Background: an optimization exercise with open tools, aiming at a short achievable clock period and few clock cycles. Do not read the settings as production practice.
In this exercise RTL edits were held to simulation tests only and were not proved equivalent to the original.
Power figures rest on the tool's default switching activity, not on a simulated workload.

## flow/config.mk

```make
export PLATFORM = sky130hd
export DESIGN_NAME = ARM
export DESIGN_NICKNAME = ARM
export VERILOG_FILES = /design/flow/design.v
export SDC_FILE = /design/flow/constraint.sdc
export NUM_CORES = 4
export LEC_CHECK = 0
export ABC_CLOCK_PERIOD_IN_PS = 2000
export CAP_MARGIN = 20
export CORE_MARGIN = 2
export CORE_UTILIZATION = 40
export PLACE_DENSITY = 0.6
export SLEW_MARGIN = 20
export SYNTH_HIERARCHICAL = 1
export SYNTH_MINIMUM_KEEP_SIZE = 0
```

## flow/constraint.sdc

```tcl
create_clock -name core_clock -period 12.0 [get_ports {clk}]
set_input_delay 2.4000 -clock core_clock [delete_from_list [all_inputs] [get_ports {clk}]]
set_output_delay 2.4000 -clock core_clock [all_outputs]
set_load 0.01 [all_outputs]
```

## flow/design.v

```verilog
module EStage(input [31:0] A, B,                 
              input cin, arith, sub, mov, and_, orr, eor, ld, c_old, v_old,
              input [31:0] rdata,
              input dep_a, dep_b, inv_b, dep_d,
              input [31:0] rv_n, op2, rv_d,
              input sets, input [3:0] flags, input [3:0] next_cond, input st_ok,
              output [31:0] res_out, a_next, b_next, sdata,
              output nf, zf, cf, vf, next_pass, we_next);
  wire [32:0] sum={1'b0,A}+{1'b0,B}+{32'd0,cin};
  wire [31:0] lres=({32{mov}}&B)|({32{and_}}&(A&B))|({32{orr}}&(A|B))|({32{eor}}&(A^B));
  wire [31:0] res=arith ? sum[31:0] : lres;
  wire [31:0] zp=A^B;
  wire [31:0] zk={A[30:0]|B[30:0],cin};
  wire        z_sum=&(zp^~zk);
  assign nf=res[31];
  assign zf=arith ? z_sum : ~|lres;
  assign cf=arith ? (sum[32]^sub) : c_old;
  assign vf=arith ? ((A[31]==B[31])&(A[31]!=sum[31])) : v_old;
  assign res_out=ld ? rdata : res;
  wire ps00,ps01,ps10,ps11,pl;
  wire v0=(A[31]==B[31])&A[31];
  wire v1=(A[31]==B[31])&!A[31];
  Cond c00(.c(next_cond),.f({1'b0,z_sum,sub,v0}),.y(ps00));
  Cond c01(.c(next_cond),.f({1'b0,z_sum,!sub,v0}),.y(ps01));
  Cond c10(.c(next_cond),.f({1'b1,z_sum,sub,v1}),.y(ps10));
  Cond c11(.c(next_cond),.f({1'b1,z_sum,!sub,v1}),.y(ps11));
  Cond cl(.c(next_cond),.f(sets ? {lres[31],~|lres,c_old,v_old} : flags),.y(pl));
  wire [1:0] top={sum[31],sum[32]};
  wire ps=(top==2'd0) ? ps00 : (top==2'd1) ? ps01 : (top==2'd2) ? ps10 : ps11;
  assign next_pass=(sets&arith) ? ps : pl;
  assign we_next=st_ok&next_pass;          
  assign a_next=dep_a ? res_out : rv_n;
  assign b_next=(dep_b ? res_out : op2)^{32{inv_b}};
  assign sdata=dep_d ? res_out : rv_d;
endmodule
module ZPre(input [31:0] A, B, input cin, arith, mov, and_, orr, eor, output z);
  wire [31:0] p=A^B;
  wire [31:0] k={A[30:0]|B[30:0],cin};
  wire        z_sum=&(p^~k);
  wire [31:0] l=({32{mov}}&B)|({32{and_}}&(A&B))|({32{orr}}&(A|B))|({32{eor}}&p);
  assign z=arith ? z_sum : ~|l;
endmodule
module Cond(input [3:0] c, input [3:0] f, output reg y);
  wire n=f[3],z=f[2],cf=f[1],v=f[0];
  always @(*) begin
    case(c)
      4'd0: y=z;
      4'd1: y=!z;
      4'd2: y=cf;
      4'd3: y=!cf;
      4'd4: y=n;
      4'd5: y=!n;
      4'd6: y=v;
      4'd7: y=!v;
      4'd8: y=cf&!z;
      4'd9: y=!cf|z;
      4'd10: y=(n==v);
      4'd11: y=(n!=v);
      4'd12: y=!z&(n==v);
      4'd13: y=z|(n!=v);
      4'd14: y=1'b1;
      default: y=1'b0;
    endcase
  end
endmodule
module ARM(input clk,rst,
           output [31:0] imem_addr,
           input [31:0] imem_rdata,
           output [31:0] dmem_addr,dmem_wdata,
           output dmem_we,
           input [31:0] dmem_rdata);
  function cpass(input [3:0] c, input [3:0] f);
    reg n,z,cf,v;
    begin
      {n,z,cf,v}=f;
      case(c)
        4'd0: cpass=z;
        4'd1: cpass=!z;
        4'd2: cpass=cf;
        4'd3: cpass=!cf;
        4'd4: cpass=n;
        4'd5: cpass=!n;
        4'd6: cpass=v;
        4'd7: cpass=!v;
        4'd8: cpass=cf&!z;
        4'd9: cpass=!cf|z;
        4'd10: cpass=(n==v);
        4'd11: cpass=(n!=v);
        4'd12: cpass=!z&(n==v);
        4'd13: cpass=z|(n!=v);
        4'd14: cpass=1'b1;
        default: cpass=1'b0;
      endcase
    end
  endfunction
  reg [31:0] pc;
  reg [31:0] pc_o;                   
  reg        d_valid,d_bpend,d_guess;
  reg [31:0] d_ir,d_pc4;
  reg        d_ismem,d_shifted;      
  reg        d_zstatic,d_auses,d_rmop,d_setf;  
  reg        d_fal,d_fz;             
  reg [31:0] d_immr;                 
  reg        d_long;                 
  reg        d_fold;                 
  reg [3:0]  d_fcond;                
  reg        d_fpred;                
  reg [1:0]  d_fidx;                 
  reg [31:0] d_ftgt;                 
  reg        d_hintok;               
  reg [15:0] d_noh,d_moh,d_doh;      
  reg        d_byp_n,d_byp_m,d_byp_d;  
  reg        d_mt_n,d_mt_m,d_mt_d;   
  reg        rst_q;                  
  reg        e_valid,e_wb,e_setf,e_ld,e_br,e_guess;
  reg [3:0]  e_cond,e_rd;
  reg        e_inv,e_cin,e_sub,e_arith,e_mov,e_and,e_orr,e_eor;
  reg [31:0] e_a,e_b;                
  reg [31:0] e_alt;
  reg        e_fold;
  reg [3:0]  e_fcond;
  reg        e_fpred,e_hintok;
  reg [1:0]  e_fidx;
  reg [1:0]  btb_hint;               
  reg        hw_q,hw_val;            
  reg [1:0]  hw_idx;
  reg [1:0]  btb_v;
  reg [31:0] btb_tag [0:1];          
  reg [31:0] btb_tgt [0:1];
  reg [3:0]  btb_cond [0:1];
  reg        btb_ptr;
  reg        e_zpre,e_zok;           
  reg [31:0] m_addr,m_wdata;
  reg        m_we;
  reg [3:0]  flags;                  
  reg [31:0] w_res;                  
  reg [3:0]  w_rd;
  reg        w_wr;
  reg [31:0] rf [0:14];
  assign imem_addr=pc_o;
  assign dmem_addr=m_addr;
  assign dmem_wdata=m_wdata;
  assign dmem_we=m_we;
  wire [15:0] f_pass;
  genvar gc;
  generate for(gc=0;gc<16;gc=gc+1) begin : g_pass
    assign f_pass[gc]=cpass(gc,flags);
  end endgenerate
  reg  e_pass;                       
  wire e_wr=e_valid&e_wb&e_pass&(e_rd!=4'd15);
  wire e_sf=e_valid&e_setf&e_pass;
  wire [31:0] e_final,a_next,b_next,sdata;
  wire        nf,zf,cf,vf,pass_next,we_next;
  wire        eq_next=(e_a=={~e_b[30:0],1'b0});
  wire        st_ok;
  EStage e_stage(.A(e_a),.B(e_b),.cin(e_cin),.arith(e_arith),.sub(e_sub),.mov(e_mov),
                 .and_(e_and),.orr(e_orr),.eor(e_eor),.ld(e_ld),.c_old(flags[1]),.v_old(flags[0]),
                 .rdata(dmem_rdata),.dep_a(dep_n),.dep_b(fwd_b),.inv_b(inv_b),.dep_d(dep_d),
                 .rv_n(rv_n),.op2(op2),.rv_d(rv_d),.sets(e_sf),.flags(flags),.next_cond(d_cond),
                 .res_out(e_final),.a_next(a_next),.b_next(b_next),.sdata(sdata),
                 .st_ok(st_ok),
                 .nf(nf),.zf(zf),.cf(cf),.vf(vf),.next_pass(pass_next),.we_next(we_next));
  wire e_ftaken=(e_fcond==4'd14)|(e_sf ? (e_zpre^e_fcond[0]) : f_pass[e_fcond]);
  wire e_mispred=e_valid&((e_br&(e_pass!=e_guess))|(e_fold&(e_ftaken!=e_fpred)));
  wire [3:0]  d_cond=d_ir[31:28];
  wire [1:0]  d_mode=d_ir[27:26];
  wire        d_I=d_ir[25];
  wire [3:0]  d_opc=d_ir[24:21];
  wire        d_S=d_ir[20];
  wire [3:0]  d_rn=d_ir[19:16];
  wire [3:0]  d_rd=d_ir[15:12];
  wire [11:0] d_opnd=d_ir[11:0];
  wire [3:0]  d_rm=d_opnd[3:0];
  wire [4:0]  d_sh=d_opnd[11:7];
  wire op_mov=(d_opc==4'b1101),op_mvn=(d_opc==4'b1111),op_add=(d_opc==4'b0100),
       op_adc=(d_opc==4'b0101),op_sub=(d_opc==4'b0010),op_sbc=(d_opc==4'b0110),
       op_and=(d_opc==4'b0000),op_orr=(d_opc==4'b1100),op_eor=(d_opc==4'b0001),
       op_cmp=(d_opc==4'b1010),op_tst=(d_opc==4'b1000);
  wire is_dp=(d_mode==2'b00)&(op_mov|op_mvn|op_add|op_adc|op_sub|op_sbc|op_and|op_orr|op_eor|op_cmp|op_tst);
  wire is_mem=(d_mode==2'b01)&(d_opc==4'b0100);
  wire is_ld=is_mem&d_S;
  wire is_st=is_mem&!d_S;
  wire dp_wb=is_dp&!op_cmp&!op_tst;
  wire dp_setf=is_dp&(d_S|op_cmp|op_tst);
  wire shifted=is_dp&!d_I&!d_opnd[4]&(d_sh!=5'd0);
  wire needs_flags=(d_cond!=4'd14)&(d_cond!=4'd15);
  wire inv_b=op_sub|op_sbc|op_cmp|op_mvn;
  reg  [31:0] rf_n,rf_m,rf_d;
  integer k;
  always @(*) begin
    rf_n=32'd0; rf_m=32'd0; rf_d=32'd0;
    for(k=0;k<15;k=k+1) begin
      rf_n=rf_n|({32{d_noh[k]}}&rf[k]);
      rf_m=rf_m|({32{d_moh[k]}}&rf[k]);
      rf_d=rf_d|({32{d_doh[k]}}&rf[k]);
    end
  end
  wire [31:0] rv_n=rf_n|({32{d_byp_n}}&w_res);
  wire [31:0] rv_m=rf_m|({32{d_byp_m}}&w_res);
  wire [31:0] rv_d=rf_d|({32{d_byp_d}}&w_res);
  wire dep_n=d_mt_n&e_pass;
  wire dep_m=d_mt_m&e_pass;
  wire dep_d=d_mt_d&e_pass;
  wire stall=d_valid&e_pass&((d_ismem&d_mt_n)|(d_shifted&d_mt_m));
  assign st_ok=d_valid&!stall&!e_mispred&is_st&!rst;
  wire [63:0] rorx={rv_m,rv_m}>>d_sh;
  reg  [31:0] shv;
  always @(*) begin
    case(d_opnd[6:5])
      2'b00: shv=rv_m<<d_sh;
      2'b01: shv=rv_m>>d_sh;
      2'b10: shv=$signed(rv_m)>>>d_sh;
      default: shv=rorx[31:0];
    endcase
  end
  wire [31:0] op2=d_I ? d_immr : (shifted ? shv : rv_m);
  wire        fwd_b=!d_I&!shifted&dep_m;
  wire [12:0] a_lo;
  AddC #(12) a_add(.a(rv_n[11:0]),.b(d_opnd),.ci(1'b0),.s(a_lo[11:0]),.co(a_lo[12]));
  wire [19:0] a_hi=rv_n[31:12];
  wire [19:0] a_hi_p,a_hi_m;
  wire        a_unused0,a_unused1;
  AddC #(20) a_inc(.a(a_hi),.b(20'd0),.ci(1'b1),.s(a_hi_p),.co(a_unused0));
  AddC #(20) a_dec(.a(a_hi),.b(20'hfffff),.ci(1'b0),.s(a_hi_m),.co(a_unused1));
  wire [19:0] a_top;
  CSel #(20) a_sel(.s(d_opnd[11]),.c(a_lo[12]),.x(a_hi),.p(a_hi_p),.m(a_hi_m),.y(a_top));
  wire [31:0] addr={a_top,a_lo[11:0]};
  wire [31:0] d_tgt;
  wire        d_unused;
  AddC #(32) d_add(.a(d_pc4),.b({{6{d_ir[23]}},d_ir[23:0],2'b00}),.ci(1'b0),.s(d_tgt),.co(d_unused));
  wire d_br=d_valid&d_bpend;
  wire d_take=f_pass[d_cond];
  wire d_zcond=(d_cond[3:1]==3'd0);
  wire d_known=!e_sf|(d_zcond&e_zok);
  wire d_take_k=e_sf ? (e_zpre^d_cond[0]) : d_take;
  wire d_want=d_known ? d_take_k : d_guess;
  wire d_redirect_b=d_br&((d_want!=d_guess)|(d_long&d_want));
  wire d_fk=d_fal|!d_setf|(d_fz&z_ok);
  wire d_unfold=d_valid&d_fold&!d_fk&!stall;
  wire d_redirect=d_redirect_b|d_unfold;
  wire [31:0] d_newpc=(d_want&!d_unfold) ? d_tgt : d_pc4;
  wire [31:0] d_pc8;
  wire        d_pc8_unused;
  AddC #(30) d_inc(.a(d_pc4[31:2]),.b(30'd0),.ci(1'b1),.s(d_pc8[31:2]),.co(d_pc8_unused));
  assign d_pc8[1:0]=d_pc4[1:0];
  wire d_isbr=(d_mode==2'b10);
  wire d_btaken=d_bpend ? (d_known&d_take_k) : d_guess;
  wire [31:0] d_pcm4;
  wire        d_pcm4_unused;
  AddC #(30) d_dec(.a(d_pc4[31:2]),.b(30'h3ffffffe),.ci(1'b0),.s(d_pcm4[31:2]),.co(d_pcm4_unused));
  assign d_pcm4[1:0]=d_pc4[1:0];
  wire btb_ins=d_valid&d_isbr&!e_mispred&d_btaken&((d_cond[3:1]==3'd0)|(d_cond==4'd14));
  wire [31:0] z_b=(d_I ? d_immr : rv_m)^{32{inv_b}};
  wire        z_pre;
  ZPre z_dec(.A(rv_n),.B(z_b),.cin(op_sub|op_cmp),.arith(op_add|op_sub|op_cmp),.mov(op_mov|op_mvn),
             .and_(op_and|op_tst),.orr(op_orr),.eor(op_eor),.z(z_pre));
  wire        z_ok=d_zstatic&!(d_auses&d_mt_n&e_pass)&!(d_rmop&d_mt_m&e_pass);
  wire [31:0] pc4;
  wire        pc4_unused;
  AddC #(30) pc_inc(.a(pc[31:2]),.b(30'd0),.ci(1'b1),.s(pc4[31:2]),.co(pc4_unused));
  assign pc4[1:0]=pc[1:0];
  wire [3:0]  f_cond=imem_rdata[31:28];
  wire        f_isbr=(imem_rdata[27:26]==2'b10);
  wire        d_sf=d_valid&dp_setf;
  wire        f_known=(f_cond==4'd14)|(f_cond==4'd15)|!(d_sf|e_sf);
  wire        f_ok=!e_mispred&!d_redirect&!stall&!rst;
  wire [3:0]  f_hitv;
  assign f_hitv[0]=btb_v[0]&(btb_tag[0]==pc);
  assign f_hitv[1]=btb_v[1]&(btb_tag[1]==pc);
  assign f_hitv[3:2]=2'b00;
  wire        f_hit=|f_hitv;
  wire [31:0] f_btgt=({32{f_hitv[0]}}&btb_tgt[0])|({32{f_hitv[1]}}&btb_tgt[1]);
  wire [3:0]  f_bcond=({4{f_hitv[0]}}&btb_cond[0])|({4{f_hitv[1]}}&btb_cond[1]);
  wire        hint_now_we=e_valid&e_fold;
  wire        hint_now=e_hintok&(e_fcond[3:1]==3'd0)&(eq_next==e_fcond[0]);
  wire [3:0]  hint_eff;
  genvar gh;
  assign hint_eff[3:2]=2'b00;
  generate for(gh=0;gh<2;gh=gh+1) begin : g_hint
    assign hint_eff[gh]=(hint_now_we&(e_fidx==gh)) ? hint_now :
                        ((hw_q&(hw_idx==gh)) ? hw_val : btb_hint[gh]);
  end endgenerate
  wire        f_bhint=|(f_hitv&hint_eff);
  wire [1:0]  f_fidx={1'b0,f_hitv[1]};
  wire [31:0] f_pc8;
  wire        f_pc8_unused;
  AddC #(30) f_inc8(.a(pc[31:2]),.b(30'd1),.ci(1'b1),.s(f_pc8[31:2]),.co(f_pc8_unused));
  assign f_pc8[1:0]=pc[1:0];
  wire [31:0] f_fnext=f_bhint ? f_pc8 : f_btgt;   
  wire        f_fold=f_ok&f_hit&!f_isbr;
  wire [3:0]  f_opc=imem_rdata[24:21];
  wire        f_dp=(imem_rdata[27:26]==2'b00)&((f_opc==4'b1101)|(f_opc==4'b1111)|(f_opc==4'b0100)|
                   (f_opc==4'b0101)|(f_opc==4'b0010)|(f_opc==4'b0110)|(f_opc==4'b0000)|
                   (f_opc==4'b1100)|(f_opc==4'b0001)|(f_opc==4'b1010)|(f_opc==4'b1000));
  wire        f_shifted=f_dp&!imem_rdata[25]&!imem_rdata[4]&(imem_rdata[11:7]!=5'd0);
  wire        f_guess,f_take;
  FTake f_dec(.ok(f_ok),.known(!(d_sf|e_sf)),.pass(f_pass),.cond(f_cond),.mode(imem_rdata[27:26]),
              .back(imem_rdata[23]),.guess(f_guess),.take(f_take));
  wire        f_guess_o,f_take_o;
  FTake f_dec_o(.ok(f_ok),.known(!(d_sf|e_sf)),.pass(f_pass),.cond(f_cond),.mode(imem_rdata[27:26]),
                .back(imem_rdata[23]),.guess(f_guess_o),.take(f_take_o));
  wire [4:0]  f_rot={imem_rdata[11:8],1'b0};
  wire [63:0] f_immx={32'd0,24'd0,imem_rdata[7:0]};
  wire [63:0] f_immr={f_immx[31:0],f_immx[31:0]}>>f_rot;
  wire        f_short=(imem_rdata[23:7]==17'd0)|(imem_rdata[23:7]==17'h1ffff);
  wire [21:0] h=pc[31:10];
  wire        hq=&pc[9:2];
  wire [21:0] h_p1,h_p2,h_m1;
  wire        h_unused0,h_unused1,h_unused2;
  AddC #(22) h_inc1(.a(h),.b(22'd0),.ci(1'b1),.s(h_p1),.co(h_unused0));
  AddC #(22) h_inc2(.a(h),.b(22'd1),.ci(1'b1),.s(h_p2),.co(h_unused1));
  AddC #(22) h_dec1(.a(h),.b(22'h3fffff),.ci(1'b0),.s(h_m1),.co(h_unused2));
  wire [21:0] pc4_hi_p,pc4_hi_m;
  Mux2 #(22) h_sel1(.s(hq),.a(h_p2),.b(h_p1),.y(pc4_hi_p));
  Mux2 #(22) h_sel2(.s(hq),.a(h),.b(h_m1),.y(pc4_hi_m));
  wire [3:0]  nx_rn=stall ? d_rn : imem_rdata[19:16];
  wire [3:0]  nx_rm=stall ? d_rm : imem_rdata[3:0];
  wire [3:0]  nx_rd=stall ? d_rd : imem_rdata[15:12];
  wire        nx_byp_n=e_wr&(e_rd==nx_rn);
  wire        nx_byp_m=e_wr&(e_rd==nx_rm);
  wire        nx_byp_d=e_wr&(e_rd==nx_rd);
  wire        d_wpot=d_valid&!stall&(dp_wb|is_ld)&(d_rd!=4'd15);
  wire        nx_mt_n=d_wpot&(d_rd==imem_rdata[19:16]);
  wire        nx_mt_m=d_wpot&(d_rd==imem_rdata[3:0]);
  wire        nx_mt_d=d_wpot&(d_rd==imem_rdata[15:12]);
  wire [31:0] pc_other=rst ? 32'd0 : (e_mispred ? e_alt : (d_redirect ? d_newpc : (stall ? pc : pc4)));
  wire [31:0] pc_next;
  FNext f_next(.take(f_take),.fold(f_fold),.off(imem_rdata[7:0]),.pc4(pc4),
               .hi_p(pc4_hi_p),.hi_m(pc4_hi_m),.other(pc_other),.ftgt(f_fnext),.next(pc_next));
  wire [31:0] pc_next_o;
  FNext f_next_o(.take(f_take_o),.fold(f_fold),.off(imem_rdata[7:0]),.pc4(pc4),
                 .hi_p(pc4_hi_p),.hi_m(pc4_hi_m),.other(pc_other),.ftgt(f_fnext),.next(pc_next_o));
  always @(posedge clk or posedge rst) begin
    if(rst) begin
      d_valid<=1'b0;
      e_valid<=1'b0;
      flags<=4'd0;
      w_wr<=1'b0;
    end else begin
      if(e_mispred|d_redirect) d_valid<=1'b0;
      else if(!stall) d_valid<=1'b1;
      e_valid<=d_valid&!stall&!e_mispred&(is_dp|is_mem|(d_bpend&!d_known)|(d_fold&d_fk));
      if(e_sf) flags<={nf,zf,cf,vf};
      w_wr<=e_wr;
    end
  end
  always @(posedge clk) begin
    pc<=pc_next;                     
    pc_o<=pc_next_o;
    m_we<=we_next;                   
  end
  always @(posedge clk) begin
    if(!stall) begin
      d_ir<=imem_rdata;
      d_pc4<=pc4;
      d_fold<=f_hit&!f_isbr;
      d_ismem<=(imem_rdata[27:26]==2'b01)&(imem_rdata[24:21]==4'b0100);
      d_shifted<=f_shifted;
      d_zstatic<=!f_shifted&(f_opc!=4'b0101)&(f_opc!=4'b0110);
      d_auses<=(f_opc!=4'b1101)&(f_opc!=4'b1111);
      d_rmop<=!imem_rdata[25]&!f_shifted;
      d_setf<=f_dp&(imem_rdata[20]|(f_opc==4'b1010)|(f_opc==4'b1000));
      d_fal<=(f_bcond==4'd14);
      d_fz<=(f_bcond[3:1]==3'd0);
      d_fcond<=f_bcond;
      d_fpred<=!f_bhint;
      d_fidx<=f_fidx;
      d_ftgt<=f_btgt;
      d_hintok<=(f_cond==4'd14)&(imem_rdata[27:25]==3'b001)&(f_opc==4'b0010)&imem_rdata[20]&
                (imem_rdata[19:16]==imem_rdata[15:12]);
      d_bpend<=f_isbr&(!f_known|!f_short);
      d_guess<=f_guess;
      d_long<=f_isbr&!f_short;
      d_immr<=f_immr[31:0];
    end
    d_noh<=(16'd1<<nx_rn)&{16{!nx_byp_n}};
    d_moh<=(16'd1<<nx_rm)&{16{!nx_byp_m}};
    d_doh<=(16'd1<<nx_rd)&{16{!nx_byp_d}};
    d_byp_n<=nx_byp_n;
    d_byp_m<=nx_byp_m;
    d_byp_d<=nx_byp_d;
    d_mt_n<=nx_mt_n;
    d_mt_m<=nx_mt_m;
    d_mt_d<=nx_mt_d;
    e_cond<=d_cond;
    e_pass<=pass_next;
    e_rd<=d_rd;
    e_wb<=dp_wb|is_ld;
    e_setf<=dp_setf;
    e_ld<=is_ld;
    e_br<=d_bpend;
    e_guess<=d_guess;
    e_alt<=d_fold ? (d_fpred ? d_pc8 : d_ftgt) : (d_guess ? d_pc4 : d_tgt);
    e_fpred<=d_fpred;
    e_fidx<=d_fidx;
    e_hintok<=d_hintok;
    e_fold<=d_fold&d_fk;
    e_fcond<=d_fcond;
    e_inv<=inv_b;
    e_cin<=(op_adc|op_sbc) ? (e_sf ? cf : flags[1]) : (op_sub|op_cmp);
    e_sub<=op_sub|op_sbc|op_cmp;
    e_arith<=op_add|op_adc|op_sub|op_sbc|op_cmp;
    e_mov<=op_mov|op_mvn;
    e_and<=op_and|op_tst;
    e_orr<=op_orr;
    e_eor<=op_eor;
    e_a<=a_next;
    e_b<=b_next;
    e_zpre<=z_pre;
    e_zok<=z_ok;
    m_addr<=addr;
    m_wdata<=sdata;
    w_res<=e_final;
    w_rd<=e_rd;
  end
  integer i;
  reg        ins_q;
  reg [31:0] ins_tag,ins_tgt;
  reg [3:0]  ins_cond;
  reg        ins_hint;
  wire       ins_dup=(btb_v[0]&(btb_tag[0]==ins_tag))|(btb_v[1]&(btb_tag[1]==ins_tag));
  always @(posedge clk or posedge rst) begin
    if(rst) begin
      ins_q<=1'b0;
      hw_q<=1'b0;
      btb_v<=2'd0;
      btb_ptr<=1'b0;
    end else begin
      ins_q<=btb_ins;
      hw_q<=hint_now_we;
      if(ins_q&!ins_dup) begin
        btb_v[btb_ptr]<=1'b1;
        btb_ptr<=!btb_ptr;
      end
    end
  end
  always @(posedge clk) begin
    ins_tag<=d_pcm4;
    ins_tgt<=d_tgt;
    ins_cond<=d_cond;
    ins_hint<=e_valid&e_hintok&(d_cond[3:1]==3'd0)&(eq_next==d_cond[0]);
    hw_idx<=e_fidx;
    hw_val<=hint_now;
    if(hw_q) btb_hint[hw_idx[0]]<=hw_val;
    if(ins_q&!ins_dup) begin
      btb_tag[btb_ptr]<=ins_tag;
      btb_tgt[btb_ptr]<=ins_tgt;
      btb_cond[btb_ptr]<=ins_cond;
      btb_hint[btb_ptr]<=ins_hint;
    end
  end
  always @(posedge clk or posedge rst) begin
    if(rst) rst_q<=1'b1;
    else rst_q<=1'b0;
  end
  always @(posedge clk) begin
    if(rst_q) begin
      for(i=0;i<15;i=i+1) rf[i]<=i;
    end else if(w_wr) begin
      rf[w_rd]<=w_res;
    end
  end
endmodule
module AddC #(parameter W=32) (input [W-1:0] a, b, input ci, output [W-1:0] s, output co);
  assign {co,s}={1'b0,a}+{1'b0,b}+{{W{1'b0}},ci};
endmodule
module Mux2 #(parameter W=32) (input s, input [W-1:0] a, b, output [W-1:0] y);
  assign y=s ? a : b;
endmodule
module CSel #(parameter W=20) (input s, c, input [W-1:0] x, p, m, output [W-1:0] y);
  assign y=s ? (c ? x : m) : (c ? p : x);
endmodule
module FTake(input ok, known, input [15:0] pass, input [3:0] cond, input [1:0] mode,
             input back, output guess, take);
  assign guess=(cond==4'd14)|((cond!=4'd15)&(known ? pass[cond] : back));
  assign take=ok&(mode==2'b10)&guess;
endmodule
module FNext(input take, fold, input [7:0] off, input [31:0] pc4,
             input [21:0] hi_p, hi_m, input [31:0] other, ftgt, output [31:0] next);
  wire [8:0]  lo={1'b0,pc4[9:2]}+{1'b0,off};
  wire [21:0] hi_c1=off[7] ? pc4[31:10] : hi_p;
  wire [21:0] hi_c0=off[7] ? hi_m : pc4[31:10];
  wire        ts=take;
  wire [31:0] base=take ? pc4 : other;
  wire        s1=ts&lo[8];
  wire        s0=ts&!lo[8];
  wire        sb=!ts&!fold;
  assign next[31:10]=({22{s1}}&hi_c1)|({22{s0}}&hi_c0)|({22{fold}}&ftgt[31:10])|({22{sb}}&base[31:10]);
  assign next[9:2]=({8{ts}}&lo[7:0])|({8{fold}}&ftgt[9:2])|({8{sb}}&base[9:2]);
  assign next[1:0]=fold ? ftgt[1:0] : base[1:0];
endmodule
```

## flow/flow/run.sh

```bash
#!/bin/bash
# The standard layout (the standard.sh: unchanged synthesis, same clock and
# constraints). ORFS's timing repair is asked to leave a larger setup slack, and
# the port buffers are buf_4 cells instead of the default delay buffers.
set -euo pipefail
bash standard.sh SETUP_SLACK_MARGIN=8.5 "BUFFER_PORTS_ARGS=-buffer_cell sky130_fd_sc_hd__buf_4" finish > standard_flow.log 2>&1
```

## flow/standard.sh

```bash
#!/bin/bash
# synth_recipe.tcl (not shown) runs the flow's synth.tcl, then flattens the netlist and writes it again
# the make line also repeats each setting of config.mk as NAME=value (left out here)
make -C /OpenROAD-flow-scripts/flow DESIGN_CONFIG=/design/flow/config.mk WORK_HOME=/design/flow/orfs CLKGATE_MAP_FILE= SYNTH_SCRIPT=/design/flow/synth_recipe.tcl "${@:-finish}"
```

==> results of run 1 <==
registers in the layout, indices dropped and copies added, names as in the netlist, 32 cells and up:
register  flops
w_res        32
m_wdata      32
e_a          32
ins_tgt      32
ins_tag      32
e_b          32
d_immr       32
pc_o         32
pc           32
btb_tag      64
e_alt        32
d_ftgt       32
m_addr       32
d_pc4        32
d_ir         32
rf          480
btb_tgt      64
metrics by stage:
step | hold WS (ns) | setup WS (ns) | instances
2_1_floorplan | 0.3233 | 7.823 | 9007
3_3_place_gp | 0.3245 | 6.423 | 11580
3_5_place_dp | 0.3278 | 6.350 | 11580
4_1_cts | 0.3393 | 8.140 | 12150
5_1_grt | 0.3487 | 7.971 | 12300
6_report | 0.3395 | 8.032 | 12320
layout by cell type, fill, tap and decap left out, types with 69 or more instances in the layout:
cell type                     n
sky130_fd_sc_hd__and2_1     496
sky130_fd_sc_hd__mux2i_1    356
sky130_fd_sc_hd__a221oi_1   311
sky130_fd_sc_hd__buf_6      182
sky130_fd_sc_hd__nor3_1      90
sky130_fd_sc_hd__o21ai_0    216
sky130_fd_sc_hd__clkbuf_16  152
sky130_fd_sc_hd__a21o_1      90
sky130_fd_sc_hd__a21oi_1    396
sky130_fd_sc_hd__mux2_2     163
sky130_fd_sc_hd__nand2b_1    76
sky130_fd_sc_hd__xor2_1     149
sky130_fd_sc_hd__nand4_1    176
sky130_fd_sc_hd__inv_1      254
sky130_fd_sc_hd__a22oi_2     87
sky130_fd_sc_hd__nand3_1    145
sky130_fd_sc_hd__conb_1     274
sky130_fd_sc_hd__a22oi_1    145
sky130_fd_sc_hd__nor2_1     367
sky130_fd_sc_hd__buf_4      487
sky130_fd_sc_hd__dfxtp_2    141
sky130_fd_sc_hd__a211oi_1    69
sky130_fd_sc_hd__nand2_1    563
sky130_fd_sc_hd__o21ai_1     85
sky130_fd_sc_hd__buf_12      89
sky130_fd_sc_hd__a22o_1     359
sky130_fd_sc_hd__xnor2_1    355
sky130_fd_sc_hd__ha_1       344
sky130_fd_sc_hd__edfxtp_1   763
sky130_fd_sc_hd__dfxtp_1    218
layout make-up:
cell class	instances	area, µm²
clock inverter	69	785.8
timing repair buffer	808	8835
antenna	32	80.08
clock buffer	185	3948
sequential	1188	31870
multi-input combinational	6940	55190
inverter	276	1066
fill	19030	106400
tap	2821	3530
critical path: stages, from the launching register on:
cell	delay, ns
sky130_fd_sc_hd__dfxtp_4	0.41
sky130_fd_sc_hd__buf_12	0.15
sky130_fd_sc_hd__buf_16	0.13
sky130_fd_sc_hd__buf_12	0.13
sky130_fd_sc_hd__buf_8	0.13
sky130_fd_sc_hd__a22o_1	0.21
sky130_fd_sc_hd__a221oi_2	0.20
sky130_fd_sc_hd__and4_4	0.39
sky130_fd_sc_hd__clkbuf_16	0.20
sky130_fd_sc_hd__mux2i_1	0.06
sky130_fd_sc_hd__mux4_2	0.56
sky130_fd_sc_hd__nand3_1	0.18
sky130_fd_sc_hd__o31ai_1	0.08
sky130_fd_sc_hd__a21oi_1	0.21
sky130_fd_sc_hd__a32oi_1	0.19
sky130_fd_sc_hd__nor2b_1	0.19
sky130_fd_sc_hd__a31oi_1	0.30
sky130_fd_sc_hd__xnor2_1	0.15
metal layers:
layer	vias to the layer above	GRT usage (%)
met5	-	0.4392
met4	22	27.18
met3	1990	13.12
met2	6528	54.78
met1	40370	45.55
li1	34460	-
power by group through the flow:
| stage | clock [mW] | combinational [mW] | sequential, mW |
|---|---|---|---|
| after floorplan | 0 | 5.95 | 5.48 |
| after global placement | 0 | 8.57 | 5.93 |
| after detailed placement | 0 | 8.62 | 5.92 |
| after CTS | 4.44 | 9.56 | 5.83 |
| after global routing | 4.60 | 11.0 | 5.89 |
| final | 4.44 | 10.5 | 5.86 |
path summary, 6_finish.rpt:
kind                             from          to  slack, ns  cells after the start
max                          d_moh[6]     e_b[31]       8.03                     17
min                        d_fcond[2]  e_fcond[2]       0.34                      0
max reg2reg                  d_moh[6]     e_b[31]       8.03                     17
min reg2reg                d_fcond[2]  e_fcond[2]       0.34                      0
max in group asynchronous         rst    flags[0]       9.46                      2
min in group asynchronous         rst    flags[1]       1.84                      2
what timing repair did:
item,4_1_cts,5_1_grt
gates resized for setup,843,518
gates cloned,37,8
setup endpoints to repair,301,398
setup buffers,283,126
pin swaps,129,200
==> impl_table.tex, run 1 <==
\begin{tabular}{lr}
\hline
Metric & Value \\
\hline
\multicolumn{2}{l}{\textbf{Outcome}} \\
Status & no timing/DRC/antenna violations \\
\multicolumn{2}{l}{\textbf{STA}} \\
Max-Slew Margin vs Limit & 22.23\% \\
Final period util & 33.07\% \\
Worst Clk Skew & 0.04086 ns \\
Final worst path period need & 3.968 ns \\
Transition time at the pin with the least slew margin & 1.167 ns \\
Pins Over Slew Limit & 0 \\
Number of setup violations in the final report & 0 \\
Setup TNS & 0 ns \\
Peak Freq & 0.2520 GHz \\
Setup repair after global routing missed its margin & yes \\
Final hold violation count & 0 \\
\multicolumn{2}{l}{\textbf{CTS}} \\
CTS max path bufs & 3 \\
Worst skew pair latency & 0.85 ns \\
Total number of H-tree levels & 4 \\
\# clock sinks & 1188 \\
Worst-path clk slew & 0.06 ns \\
Root Driver & sky130\_fd\_sc\_hd\_\_clkbuf\_16 \\
CTS tree & yes \\
CTS Hold Bufs & 0 \\
Total clock buffers created by CTS & 136 \\
\multicolumn{2}{l}{\textbf{Global route}} \\
Residual overflow from global routing & 0 \\
Initial antenna violation count & 40 \\
Via count of the first global-routing pass & 78610 \\
Maximum number of pins on one net before global-route repair & 73 \\
Global-route wire length before repair & 586200 µm \\
Aggregate global-route resource usage & 37.46\% \\
\multicolumn{2}{l}{\textbf{Die}} \\
Floorplan die height & 465.0 µm \\
Horizontal die dimension & 465.0 µm \\
Effective utilization at floorplan & 40.16\% \\
Die area & 0.2162 mm² \\
Floorplan row count & 169 \\
Floorplan core area & 0.2117 mm² \\
I/O pin count & 163 \\
\multicolumn{2}{l}{\textbf{Place}} \\
Count of input and output buffers & 162 \\
DPL Wire Length & 262600 µm \\
Standard cell area after detailed placement & 0.09009 mm² \\
Last weighted congestion value of the routability-driven placer & 1.014 \\
\multicolumn{2}{l}{\textbf{Critical path}} \\
Element type at the critical path end & flop \\
Worst Path Class, Setup & reg2reg \\
Setup crit start kind & flop \\
Maximum fanout along the worst path & 4 \\
Data arrival time of the critical path & 4.73 ns \\
Crit path required time & 12.76 ns \\
\multicolumn{2}{l}{\textbf{Synthesis}} \\
Number of instances in the synthesized netlist & 8737 \\
Post-synth design cell area & 0.08500 mm² \\
Synth Area per Inst & 9.728 µm² \\
Number of warnings printed during yosys synthesis & 8 \\
\multicolumn{2}{l}{\textbf{Power and ir drop}} \\
Total internal power & 11.89 mW \\
Clock network power share & 21.4\% \\
Total leakage power & 41.39 nW \\
Highest ir drop seen on vdd & 0.0001423 V \\
Combinational share of power & 50.4\% \\
Power per Cell Area & 197.3 mW/mm² \\
Sequential share of power & 28.2\% \\
Sw Pwr & 8.888 mW \\
Pwr Total & 20.77 mW \\
Switching share of power & 42.78\% \\
\multicolumn{2}{l}{\textbf{Route}} \\
Count of nets left with antenna violations after detail routing & 0 \\
Top routing layer in use & met5 \\
Via count & 83370 \\
Total detailed-routing wirelength & 424500 µm \\
Detailed-router iteration count before antenna repair & 13 \\
Routed length per placed instance & 34.46 µm \\
Routed wl met2 & 175500 µm \\
Detailed-route wire length on metal 1 & 153000 µm \\
Total DRC errors in the routed layout & 0 \\
Sum of met3 wire segment lengths after detailed routing & 54860 µm \\
Vias per inst & 6.768 \\
DRC marker count from the first detailed-route iteration & 13900 \\
\multicolumn{2}{l}{\textbf{Final layout}} \\
Fraction of final layout cells sized beyond drive strength 1 & 24.01\% \\
Design area & 0.1053 mm² \\
Number of nets in the finished design & 9846 \\
Area overhead of the layout relative to synthesis & 23.88\% \\
Fin util & 49.75\% \\
\multicolumn{2}{l}{\textbf{Hold path}} \\
Kind of path behind the tightest hold check & reg2reg \\
\multicolumn{2}{l}{\textbf{Run}} \\
Number of max-capacitance violations reported & 0 \\
\hline
\end{tabular}
Testbench counts, summed over its fixed seeds: cycles 22,067.
==> run 2: changes to the inputs <==
--- a/flow/design.v
+++ b/flow/design.v
@@ -105,8 +105,4 @@
   reg        d_fold;                 
   reg [3:0]  d_fcond;                
-  reg        d_fpred;                
-  reg [1:0]  d_fidx;                 
-  reg [31:0] d_ftgt;                 
-  reg        d_hintok;               
   reg [15:0] d_noh,d_moh,d_doh;      
   reg        d_byp_n,d_byp_m,d_byp_d;  
@@ -120,9 +116,4 @@
   reg        e_fold;
   reg [3:0]  e_fcond;
-  reg        e_fpred,e_hintok;
-  reg [1:0]  e_fidx;
-  reg [1:0]  btb_hint;               
-  reg        hw_q,hw_val;            
-  reg [1:0]  hw_idx;
   reg [1:0]  btb_v;
   reg [31:0] btb_tag [0:1];          
@@ -142,9 +133,4 @@
   assign dmem_wdata=m_wdata;
   assign dmem_we=m_we;
-  wire [15:0] f_pass;
-  genvar gc;
-  generate for(gc=0;gc<16;gc=gc+1) begin : g_pass
-    assign f_pass[gc]=cpass(gc,flags);
-  end endgenerate
   reg  e_pass;                       
   wire e_wr=e_valid&e_wb&e_pass&(e_rd!=4'd15);
@@ -152,5 +138,4 @@
   wire [31:0] e_final,a_next,b_next,sdata;
   wire        nf,zf,cf,vf,pass_next,we_next;
-  wire        eq_next=(e_a=={~e_b[30:0],1'b0});
   wire        st_ok;
   EStage e_stage(.A(e_a),.B(e_b),.cin(e_cin),.arith(e_arith),.sub(e_sub),.mov(e_mov),
@@ -161,6 +146,6 @@
                  .st_ok(st_ok),
                  .nf(nf),.zf(zf),.cf(cf),.vf(vf),.next_pass(pass_next),.we_next(we_next));
-  wire e_ftaken=(e_fcond==4'd14)|(e_sf ? (e_zpre^e_fcond[0]) : f_pass[e_fcond]);
-  wire e_mispred=e_valid&((e_br&(e_pass!=e_guess))|(e_fold&(e_ftaken!=e_fpred)));
+  wire e_ftaken=(e_fcond==4'd14)|(e_sf ? (e_zpre^e_fcond[0]) : cpass(e_fcond,flags));
+  wire e_mispred=e_valid&((e_br&(e_pass!=e_guess))|(e_fold&!e_ftaken));
   wire [3:0]  d_cond=d_ir[31:28];
   wire [1:0]  d_mode=d_ir[27:26];
@@ -230,5 +215,5 @@
   AddC #(32) d_add(.a(d_pc4),.b({{6{d_ir[23]}},d_ir[23:0],2'b00}),.ci(1'b0),.s(d_tgt),.co(d_unused));
   wire d_br=d_valid&d_bpend;
-  wire d_take=f_pass[d_cond];
+  wire d_take=cpass(d_cond,flags);
   wire d_zcond=(d_cond[3:1]==3'd0);
   wire d_known=!e_sf|(d_zcond&e_zok);
@@ -264,4 +249,9 @@
   wire        d_sf=d_valid&dp_setf;
   wire        f_known=(f_cond==4'd14)|(f_cond==4'd15)|!(d_sf|e_sf);
+  wire [15:0] f_pass;
+  genvar gc;
+  generate for(gc=0;gc<16;gc=gc+1) begin : g_pass
+    assign f_pass[gc]=cpass(gc,flags);
+  end endgenerate
   wire        f_ok=!e_mispred&!d_redirect&!stall&!rst;
   wire [3:0]  f_hitv;
@@ -272,20 +262,4 @@
   wire [31:0] f_btgt=({32{f_hitv[0]}}&btb_tgt[0])|({32{f_hitv[1]}}&btb_tgt[1]);
   wire [3:0]  f_bcond=({4{f_hitv[0]}}&btb_cond[0])|({4{f_hitv[1]}}&btb_cond[1]);
-  wire        hint_now_we=e_valid&e_fold;
-  wire        hint_now=e_hintok&(e_fcond[3:1]==3'd0)&(eq_next==e_fcond[0]);
-  wire [3:0]  hint_eff;
-  genvar gh;
-  assign hint_eff[3:2]=2'b00;
-  generate for(gh=0;gh<2;gh=gh+1) begin : g_hint
-    assign hint_eff[gh]=(hint_now_we&(e_fidx==gh)) ? hint_now :
-                        ((hw_q&(hw_idx==gh)) ? hw_val : btb_hint[gh]);
-  end endgenerate
-  wire        f_bhint=|(f_hitv&hint_eff);
-  wire [1:0]  f_fidx={1'b0,f_hitv[1]};
-  wire [31:0] f_pc8;
-  wire        f_pc8_unused;
-  AddC #(30) f_inc8(.a(pc[31:2]),.b(30'd1),.ci(1'b1),.s(f_pc8[31:2]),.co(f_pc8_unused));
-  assign f_pc8[1:0]=pc[1:0];
-  wire [31:0] f_fnext=f_bhint ? f_pc8 : f_btgt;   
   wire        f_fold=f_ok&f_hit&!f_isbr;
   wire [3:0]  f_opc=imem_rdata[24:21];
@@ -327,8 +301,8 @@
   wire [31:0] pc_next;
   FNext f_next(.take(f_take),.fold(f_fold),.off(imem_rdata[7:0]),.pc4(pc4),
-               .hi_p(pc4_hi_p),.hi_m(pc4_hi_m),.other(pc_other),.ftgt(f_fnext),.next(pc_next));
+               .hi_p(pc4_hi_p),.hi_m(pc4_hi_m),.other(pc_other),.ftgt(f_btgt),.next(pc_next));
   wire [31:0] pc_next_o;
   FNext f_next_o(.take(f_take_o),.fold(f_fold),.off(imem_rdata[7:0]),.pc4(pc4),
-                 .hi_p(pc4_hi_p),.hi_m(pc4_hi_m),.other(pc_other),.ftgt(f_fnext),.next(pc_next_o));
+                 .hi_p(pc4_hi_p),.hi_m(pc4_hi_m),.other(pc_other),.ftgt(f_btgt),.next(pc_next_o));
   always @(posedge clk or posedge rst) begin
     if(rst) begin
@@ -364,9 +338,4 @@
       d_fz<=(f_bcond[3:1]==3'd0);
       d_fcond<=f_bcond;
-      d_fpred<=!f_bhint;
-      d_fidx<=f_fidx;
-      d_ftgt<=f_btgt;
-      d_hintok<=(f_cond==4'd14)&(imem_rdata[27:25]==3'b001)&(f_opc==4'b0010)&imem_rdata[20]&
-                (imem_rdata[19:16]==imem_rdata[15:12]);
       d_bpend<=f_isbr&(!f_known|!f_short);
       d_guess<=f_guess;
@@ -391,8 +360,5 @@
     e_br<=d_bpend;
     e_guess<=d_guess;
-    e_alt<=d_fold ? (d_fpred ? d_pc8 : d_ftgt) : (d_guess ? d_pc4 : d_tgt);
-    e_fpred<=d_fpred;
-    e_fidx<=d_fidx;
-    e_hintok<=d_hintok;
+    e_alt<=d_fold ? d_pc8 : (d_guess ? d_pc4 : d_tgt);
     e_fold<=d_fold&d_fk;
     e_fcond<=d_fcond;
@@ -418,15 +384,12 @@
   reg [31:0] ins_tag,ins_tgt;
   reg [3:0]  ins_cond;
-  reg        ins_hint;
   wire       ins_dup=(btb_v[0]&(btb_tag[0]==ins_tag))|(btb_v[1]&(btb_tag[1]==ins_tag));
   always @(posedge clk or posedge rst) begin
     if(rst) begin
       ins_q<=1'b0;
-      hw_q<=1'b0;
       btb_v<=2'd0;
       btb_ptr<=1'b0;
     end else begin
       ins_q<=btb_ins;
-      hw_q<=hint_now_we;
       if(ins_q&!ins_dup) begin
         btb_v[btb_ptr]<=1'b1;
@@ -439,13 +402,8 @@
     ins_tgt<=d_tgt;
     ins_cond<=d_cond;
-    ins_hint<=e_valid&e_hintok&(d_cond[3:1]==3'd0)&(eq_next==d_cond[0]);
-    hw_idx<=e_fidx;
-    hw_val<=hint_now;
-    if(hw_q) btb_hint[hw_idx[0]]<=hw_val;
     if(ins_q&!ins_dup) begin
       btb_tag[btb_ptr]<=ins_tag;
       btb_tgt[btb_ptr]<=ins_tgt;
       btb_cond[btb_ptr]<=ins_cond;
-      btb_hint[btb_ptr]<=ins_hint;
     end
   end
==> run 2 against run 1 <==
  * Routed wire length increased by 0.15%
  * Cell area decreased by 3.9%
  * Highest routed layer unchanged
  * Critical endpoint is now e_b[20]
  * Fmax decreased by 1.1%
  * Die area decreased by 4.6%
  * Worst hold slack improved by 0.0014 ns
  * Total power decreased by 4.5%
  * Via count decreased by 2.1%
  * Core utilization increased by 0.40 points
  * First-iteration DRC count decreased by 9.2%
  * Still clean
  * Synthesized cell count decreased by 3.2%
==> impl_table.tex, run 2 <==
\begin{tabular}{lr}
\hline
Metric & Value \\
\hline
\multicolumn{2}{l}{\textbf{Outcome}} \\
Status & no timing/DRC/antenna violations \\
\multicolumn{2}{l}{\textbf{Global route}} \\
Maximum number of pins on one net before global-route repair & 94 \\
Aggregate global-route resource usage & 39.55\% \\
Global-route wire length before repair & 583300 µm \\
Residual overflow from global routing & 0 \\
Initial antenna violation count & 37 \\
Via count of the first global-routing pass & 76270 \\
\multicolumn{2}{l}{\textbf{Critical path}} \\
Setup crit start kind & flop \\
Maximum fanout along the worst path & 6 \\
Cell depth of the worst flop-to-flop path & 14 \\
Data arrival time of the critical path & 4.72 ns \\
Element type at the critical path end & flop \\
End of the worst register-to-register path & e\_b[20] \\
Crit path required time & 12.71 ns \\
Worst Path Class, Setup & reg2reg \\
Worst r2r src & d\_moh[13] \\
Reg2Reg Setup Slack & 7.99 ns \\
\multicolumn{2}{l}{\textbf{Hold path}} \\
Startpoint of the tightest hold check path & d\_fcond[2] \\
End of the worst hold path & e\_fcond[2] \\
Kind of path behind the tightest hold check & reg2reg \\
Hold Path Depth & 0 \\
\multicolumn{2}{l}{\textbf{Route}} \\
Count of nets left with antenna violations after detail routing & 0 \\
Detailed-router iteration count before antenna repair & 14 \\
Total detailed-routing wirelength & 425200 µm \\
DRC marker count from the first detailed-route iteration & 12630 \\
Routed length per placed instance & 35.70 µm \\
Vias per inst & 6.853 \\
Total DRC errors in the routed layout & 0 \\
Via count & 81600 \\
\multicolumn{2}{l}{\textbf{Synthesis}} \\
Number of instances in the synthesized netlist & 8460 \\
Synth Area per Inst & 9.581 µm² \\
Number of warnings printed during yosys synthesis & 8 \\
Post-synth design cell area & 0.08105 mm² \\
\multicolumn{2}{l}{\textbf{CTS}} \\
Root Driver & sky130\_fd\_sc\_hd\_\_clkbuf\_16 \\
CTS tree & yes \\
Worst-path clk slew & 0.06 ns \\
CTS Hold Bufs & 0 \\
CTS max path bufs & 3 \\
Worst skew pair latency & 0.85 ns \\
Total clock buffers created by CTS & 136 \\
Total number of H-tree levels & 4 \\
\# clock sinks & 1144 \\
\multicolumn{2}{l}{\textbf{Final layout}} \\
Biggest regs & rf x480, btb\_tag x64, btb\_tgt x64 \\
Largest Register & rf \\
Largest register FFs & 480 \\
Area overhead of the layout relative to synthesis & 24.80\% \\
Number of nets in the finished design & 9562 \\
Most frequent standard cell in the layout excluding fill and tap cells & sky130\_fd\_sc\_hd\_\_edfxtp\_1 \\
Most frequent cells in the layout & sky130\_fd\_sc\_hd\_\_edfxtp\_1, sky130\_fd\_sc\_hd\_\_nand2\_1, sky130\_fd\_sc\_hd\_\_buf\_4 \\
Fraction of final layout cells sized beyond drive strength 1 & 25.14\% \\
\multicolumn{2}{l}{\textbf{Die}} \\
Floorplan die height & 454.1 µm \\
Effective utilization at floorplan & 40.18\% \\
I/O pin count & 163 \\
Floorplan row count & 165 \\
Horizontal die dimension & 454.1 µm \\
Floorplan core area & 0.2017 mm² \\
Die area & 0.2062 mm² \\
\multicolumn{2}{l}{\textbf{STA}} \\
Final period util & 33.43\% \\
Setup TNS & 0 ns \\
Final worst path period need & 4.012 ns \\
Final hold violation count & 0 \\
Setup repair after global routing missed its margin & yes \\
Pins Over Slew Limit & 0 \\
Max-Slew Margin vs Limit & 21.04\% \\
Number of setup violations in the final report & 0 \\
Worst Clk Skew & 0.04304 ns \\
Peak Freq & 0.2493 GHz \\
Transition time at the pin with the least slew margin & 1.180 ns \\
\multicolumn{2}{l}{\textbf{Power and ir drop}} \\
Pwr Total & 19.84 mW \\
Total leakage power & 39.24 nW \\
Power per Cell Area & 196.1 mW/mm² \\
Highest ir drop seen on vdd & 0.0001596 V \\
\multicolumn{2}{l}{\textbf{Run}} \\
Number of max-capacitance violations reported & 0 \\
\multicolumn{2}{l}{\textbf{Place}} \\
DPL Wire Length & 269400 µm \\
Count of input and output buffers & 162 \\
Last weighted congestion value of the routability-driven placer & 1.058 \\
\hline
\end{tabular}
## run 2: changes by cell type in the layout (fill, tap and decap cells not counted), sizes merged, moves of 37 or more
cell / previous run / this run
mux2i: 380 / 296
o21ai: 361 / 432
a22oi: 232 / 290
xnor2: 397 / 355
nand2: 591 / 683
buf: 778 / 815
## run 2: repair_timing
action | in CTS | in global routing
pin swaps | 235 | 195
setup endpoints to repair | 492 | 474
cloned | 39 | 6
setup buffers | 348 | 87
resized for setup | 1021 | 334
## run 2: metal layers
layer,up-vias,share of wire [%],track usage (%)
met5,-,0.13,1.213
met4,32,8.5,25.04
met3,2130,13,16.40
li1,33380,-,-
met2,6401,41,57.30
met1,39660,37,48.19
## run 2: worst max path at each step
stage / startpoint / to
finish: d_moh[13] / e_b[20]
global route: d_ir[29] / pc[22]
detailed placement: imem_rdata[27] / pc_o[20]
floorplan: btb_tag[0][5] / btb_cond[0][0]
CTS: d_moh[13] / e_b[20]
global placement: imem_rdata[27] / pc_o[23]
## run 2: final cells by class
cell class                 count  area (µm²)
timing repair inverter         1       5.005
tap                         2672        3343
inverter                     259        1015
sequential                  1144       30630
fill                       18310      100600
antenna                       28       70.07
timing repair buffer         837        8996
clock inverter                62       714.4
clock buffer                 187        3896
multi-input combinational   6718       52480
## run 2: report_power, final
part           total (mW)  internal (mW)  switching (mW)
clock                4.35           2.48            1.87
sequential           5.65           4.86           0.788
combinational        9.84           4.07            5.77
total                19.8           11.4            8.43
## run 2: worst max-delay path, cell delays in order, from the launching register on
cell and delay (ns):
sky130_fd_sc_hd__dfxtp_4 0.38, sky130_fd_sc_hd__buf_12 0.15, sky130_fd_sc_hd__buf_12 0.16, sky130_fd_sc_hd__a22oi_2 0.12
sky130_fd_sc_hd__nand2_1 0.10, sky130_fd_sc_hd__or4_4 0.59, sky130_fd_sc_hd__mux4_2 0.50, sky130_fd_sc_hd__a222oi_1 0.54
sky130_fd_sc_hd__buf_4 0.29, sky130_fd_sc_hd__nor2_4 0.06, sky130_fd_sc_hd__a22oi_2 0.18, sky130_fd_sc_hd__nand3_2 0.11
sky130_fd_sc_hd__o31a_1 0.37, sky130_fd_sc_hd__mux2i_1 0.21, sky130_fd_sc_hd__xnor2_1 0.11
## run 2: metrics by stage
step	util (%)	hold WS [ns]	cell area [µm²]	setup WS, ns	instances
final	50.15	0.3409	101200	7.988	11910
after global routing	50.13	0.3459	101100	8.045	11890
after CTS	48.93	0.3417	98700	8.186	11790
after detailed placement	42.60	0.3269	85930	6.793	11150
after global placement	42.59	0.3271	85900	6.861	11150
after floorplan	-	0.3233	82360	7.670	8698
Testbench counts of run 2, summed over its fixed seeds: cycles 22,873.

[separate check: timing with driven ports]
No port has a modelled driver above. Below, the same layouts with a new extraction and two added sets of constraints.
Step 1 (the two cells are an assumption about what drives the block):
set clk [get_ports {clk}]
set_driving_cell -lib_cell sky130_fd_sc_hd__clkbuf_16 $clk
set_driving_cell -lib_cell sky130_fd_sc_hd__buf_2 [delete_from_list [all_inputs] $clk]
Step 2 moves the port delays by t, midway between the first and last clock arrival at a register: inputs arrive t later, outputs are due t later. That takes back most of the time a late clock gives input paths.
Three values: ideal ports, drivers, drivers and shift; two values: the first two.
run | shift t [ns] | setup slack, ns | clock arrival spread, ns | slew at the worst register clock pin (ns)
run 1 | 0.925 | 8.032 / 8.032 / 7.287 | 0.047 / 0.046 | 0.07 / 0.07
run 2 | 0.913 | 7.988 / 7.988 / 7.402 | 0.046 / 0.046 | 0.07 / 0.07
After both steps every run listed still meets setup and hold. The setup slack of run 1, which loses most, moves by 0.000 ns with the drivers and by -0.745 ns with both steps.
